From an optimization exercise on the open Yosys and OpenROAD flow, aimed at small area and a short achievable clock period; shortcuts taken in it are not production practice. In this exercise RTL edits were held to simulation tests only and were not proved equivalent to the original. Power is estimated from default activity; no workload was simulated.

north:
// pipelined_divider
module pipelined_divider (input             clock,
                          input             reset,
                          input             input_valid,
                          input       [5:0] input_tag,
                          input      [23:0] divisor,
                          input      [31:0] dividend,
                          output reg        output_valid,
                          output reg  [5:0] output_tag,
                          output reg [31:0] quotient,
                          output reg [31:0] remainder);
clock: 7.0 ns
lec_check: 0
abc_area: 1
abc_clock_period_in_ps: 3000
cap_margin: 20
core_margin: 2
core_utilization: 40
cts_cluster_diameter: 80
cts_cluster_size: 30
setup_slack_margin: 4.25
slew_margin: 20
standard.sh (not shown) runs the stock make flow with config.mk's settings and CLKGATE_MAP_FILE= SYNTH_SCRIPT=/design/flow/synth_recipe.tcl, a recipe that flattens the netlist after the stock synthesis.
==> flow/flow/run.sh <==
#!/bin/bash
set -euo pipefail
here=$(cd "$(dirname "$0")" && pwd)
source "$here/vars.sh"
bash standard.sh > flow.log 2>&1
==> flow/flow/vars.sh <==
# ORFS variables for this flow (see run.sh)
# No full-adder cell mapping in synthesis: ABC maps the adders itself.
export ADDER_MAP_FILE=
# Port buffers: a plain buffer rather than the default pick (a delay cell).
export BUFFER_PORTS_ARGS="-buffer_cell sky130_fd_sc_hd__buf_2"
north finished all stages; the layout is clean.
Relative to north, the following input files were edited for south:
diff --git a/flow/design.v b/flow/design.v
--- a/flow/design.v
+++ b/flow/design.v
@@ -4,59 +4,67 @@
                           input             input_valid,
                           input       [5:0] input_tag,
                           input      [23:0] divisor,
                           input      [31:0] dividend,
                           output reg        output_valid,
                           output reg  [5:0] output_tag,
                           output reg [31:0] quotient,
                           output reg [31:0] remainder);
+    reg        v0;
+    reg  [5:0] t0;
+    reg [31:0] a0;
+    reg [23:0] d0;
+    reg        z0;
+    reg        n0;
     wire       in_z = (divisor == 24'd0);
-    wire       v0 = input_valid;
-    wire [5:0] t0 = input_tag;
-    wire [31:0] a0 = dividend ^ {32{dividend[31]}};   
-    wire [23:0] d0 = {divisor[23:1], divisor[0] | in_z};
-    wire       z0 = in_z;
-    wire       n0 = dividend[31];
+    always @(posedge clock) begin
+        v0 <= reset ? 1'b0 : input_valid;
+        t0 <= input_tag;
+        a0 <= dividend ^ {32{dividend[31]}};   
+        d0 <= {divisor[23:1], divisor[0] | in_z};
+        z0 <= in_z;
+        n0 <= dividend[31];
+    end
     wire [31:0] x0 = a0;
     wire [1:0] x2 = {x0[31], x0[30]};
     wire [1:0] dl2 = d0[1:0];
     wire hz2 = (d0[23:2] == 22'd0);
     wire [3:0] dl2_3 = {2'd0, dl2} + {1'd0, dl2, 1'b0};
     wire [4:0] s2_1 = {3'd0, x2} - {3'd0, dl2};
     wire [4:0] s2_2 = {3'd0, x2} - {2'd0, dl2, 1'b0};
     wire [4:0] s2_3 = {3'd0, x2} - {1'd0, dl2_3};
     wire c2_1 = hz2 & ~s2_1[4], c2_2 = hz2 & ~s2_2[4], c2_3 = hz2 & ~s2_3[4];
     wire [1:0] r2_c = c2_2 ? (c2_3 ? s2_3[1:0] : s2_2[1:0]) : (c2_1 ? s2_1[1:0] : x2[1:0]);
+    wire [3:0] x4 = {r2_c, x0[29], x0[28]};
+    wire [3:0] dl4 = d0[3:0];
+    wire hz4 = (d0[23:4] == 20'd0);
+    wire [5:0] dl4_3 = {2'd0, dl4} + {1'd0, dl4, 1'b0};
+    wire [6:0] s4_1 = {3'd0, x4} - {3'd0, dl4};
+    wire [6:0] s4_2 = {3'd0, x4} - {2'd0, dl4, 1'b0};
+    wire [6:0] s4_3 = {3'd0, x4} - {1'd0, dl4_3};
+    wire c4_1 = hz4 & ~s4_1[6], c4_2 = hz4 & ~s4_2[6], c4_3 = hz4 & ~s4_3[6];
+    wire [3:0] r4_c = c4_2 ? (c4_3 ? s4_3[3:0] : s4_2[3:0]) : (c4_1 ? s4_1[3:0] : x4[3:0]);
     reg        v1, n1, z1;
     reg  [5:0] t1;
     reg [23:0] d1;
-    reg [29:0] a1;
-    reg [31:30] q1;
-    reg [1:0] r1;
+    reg [27:0] a1;
+    reg [31:28] q1;
+    reg [3:0] r1;
     always @(posedge clock) begin
         v1 <= reset ? 1'b0 : v0;
         t1 <= t0;
         n1 <= n0;
         z1 <= z0;
         d1 <= d0;
-        a1 <= x0[29:0];
-        q1 <= {c2_2, (c2_2 ? c2_3 : c2_1)};
-        r1 <= r2_c;
+        a1 <= x0[27:0];
+        q1 <= {c2_2, (c2_2 ? c2_3 : c2_1), c4_2, (c4_2 ? c4_3 : c4_1)};
+        r1 <= r4_c;
     end
-    wire [3:0] x4 = {r1, a1[29], a1[28]};
-    wire [3:0] dl4 = d1[3:0];
-    wire hz4 = (d1[23:4] == 20'd0);
-    wire [5:0] dl4_3 = {2'd0, dl4} + {1'd0, dl4, 1'b0};
-    wire [6:0] s4_1 = {3'd0, x4} - {3'd0, dl4};
-    wire [6:0] s4_2 = {3'd0, x4} - {2'd0, dl4, 1'b0};
-    wire [6:0] s4_3 = {3'd0, x4} - {1'd0, dl4_3};
-    wire c4_1 = hz4 & ~s4_1[6], c4_2 = hz4 & ~s4_2[6], c4_3 = hz4 & ~s4_3[6];
-    wire [3:0] r4_c = c4_2 ? (c4_3 ? s4_3[3:0] : s4_2[3:0]) : (c4_1 ? s4_1[3:0] : x4[3:0]);
-    wire [5:0] x6 = {r4_c, a1[27], a1[26]};
+    wire [5:0] x6 = {r1, a1[27], a1[26]};
     wire [5:0] dl6 = d1[5:0];
     wire hz6 = (d1[23:6] == 18'd0);
     wire [7:0] dl6_3 = {2'd0, dl6} + {1'd0, dl6, 1'b0};
     wire [8:0] s6_1 = {3'd0, x6} - {3'd0, dl6};
     wire [8:0] s6_2 = {3'd0, x6} - {2'd0, dl6, 1'b0};
     wire [8:0] s6_3 = {3'd0, x6} - {1'd0, dl6_3};
     wire c6_1 = hz6 & ~s6_1[8], c6_2 = hz6 & ~s6_2[8], c6_3 = hz6 & ~s6_3[8];
     wire [5:0] r6_c = c6_2 ? (c6_3 ? s6_3[5:0] : s6_2[5:0]) : (c6_1 ? s6_1[5:0] : x6[5:0]);
@@ -68,17 +76,17 @@
     reg [5:0] r2;
     always @(posedge clock) begin
         v2 <= reset ? 1'b0 : v1;
         t2 <= t1;
         n2 <= n1;
         z2 <= z1;
         d2 <= d1;
         a2 <= a1[25:0];
-        q2 <= {q1, c4_2, (c4_2 ? c4_3 : c4_1), c6_2, (c6_2 ? c6_3 : c6_1)};
+        q2 <= {q1, c6_2, (c6_2 ? c6_3 : c6_1)};
         r2 <= r6_c;
     end
     wire [7:0] x8 = {r2, a2[25], a2[24]};
     wire [7:0] dl8 = d2[7:0];
     wire hz8 = (d2[23:8] == 16'd0);
     wire [9:0] dl8_3 = {2'd0, dl8} + {1'd0, dl8, 1'b0};
     wire [10:0] s8_1 = {3'd0, x8} - {3'd0, dl8};
     wire [10:0] s8_2 = {3'd0, x8} - {2'd0, dl8, 1'b0};
## What came out
Comparing critical path depth for south and north, the bigger number came from north. Global-route wire length before repair in south vs north: up about 20%. [compare] base=north new=south: number of vias after detailed routing shows an increase of 11100; area of the die shows an increase of 23000 sq um. south against north: final critical path time including I/O delays and setup lower, non-clock buffer count lower. Relative to north, mapped cell area increased by 9200 sq um in south. Switching portion of total power on south is up relative to north. The core of south is less densely filled than that of north. The hold buffer count at CTS of south and that of north are within noise of each other. Diff north -> south | relative slew slack | increase of 12 points.

## what the ideal ports hide
The results above use ideal ports. As a check the final layouts listed here were re-extracted and re-timed, cells and wires unchanged.
Step 1: set_driving_cell puts a clkbuf_16 on clock and a buf_2 on each other input, an assumption about the parent block.
Step 2 adds t to the input delays and takes it off the output delays; t is the mean of the earliest and latest rising clock arrival at the registers after step 1. Input paths then give back, and output paths get back, about the clock's delay inside the block.
Three values: ideal ports, drivers, drivers and shift; two values: the first two.
run	t, ns	setup WS [ns]	latest minus earliest clock arrival (ns)
north	0.854	4.133 / 4.133 / 3.633	0.056 / 0.056
south	0.891	4.162 / 4.072 / 4.300	0.095 / 0.096
After both steps setup and hold are still met in every run listed. For north, which loses most, drivers alone change the setup slack by 0.000 ns; drivers and shift together by -0.500 ns.
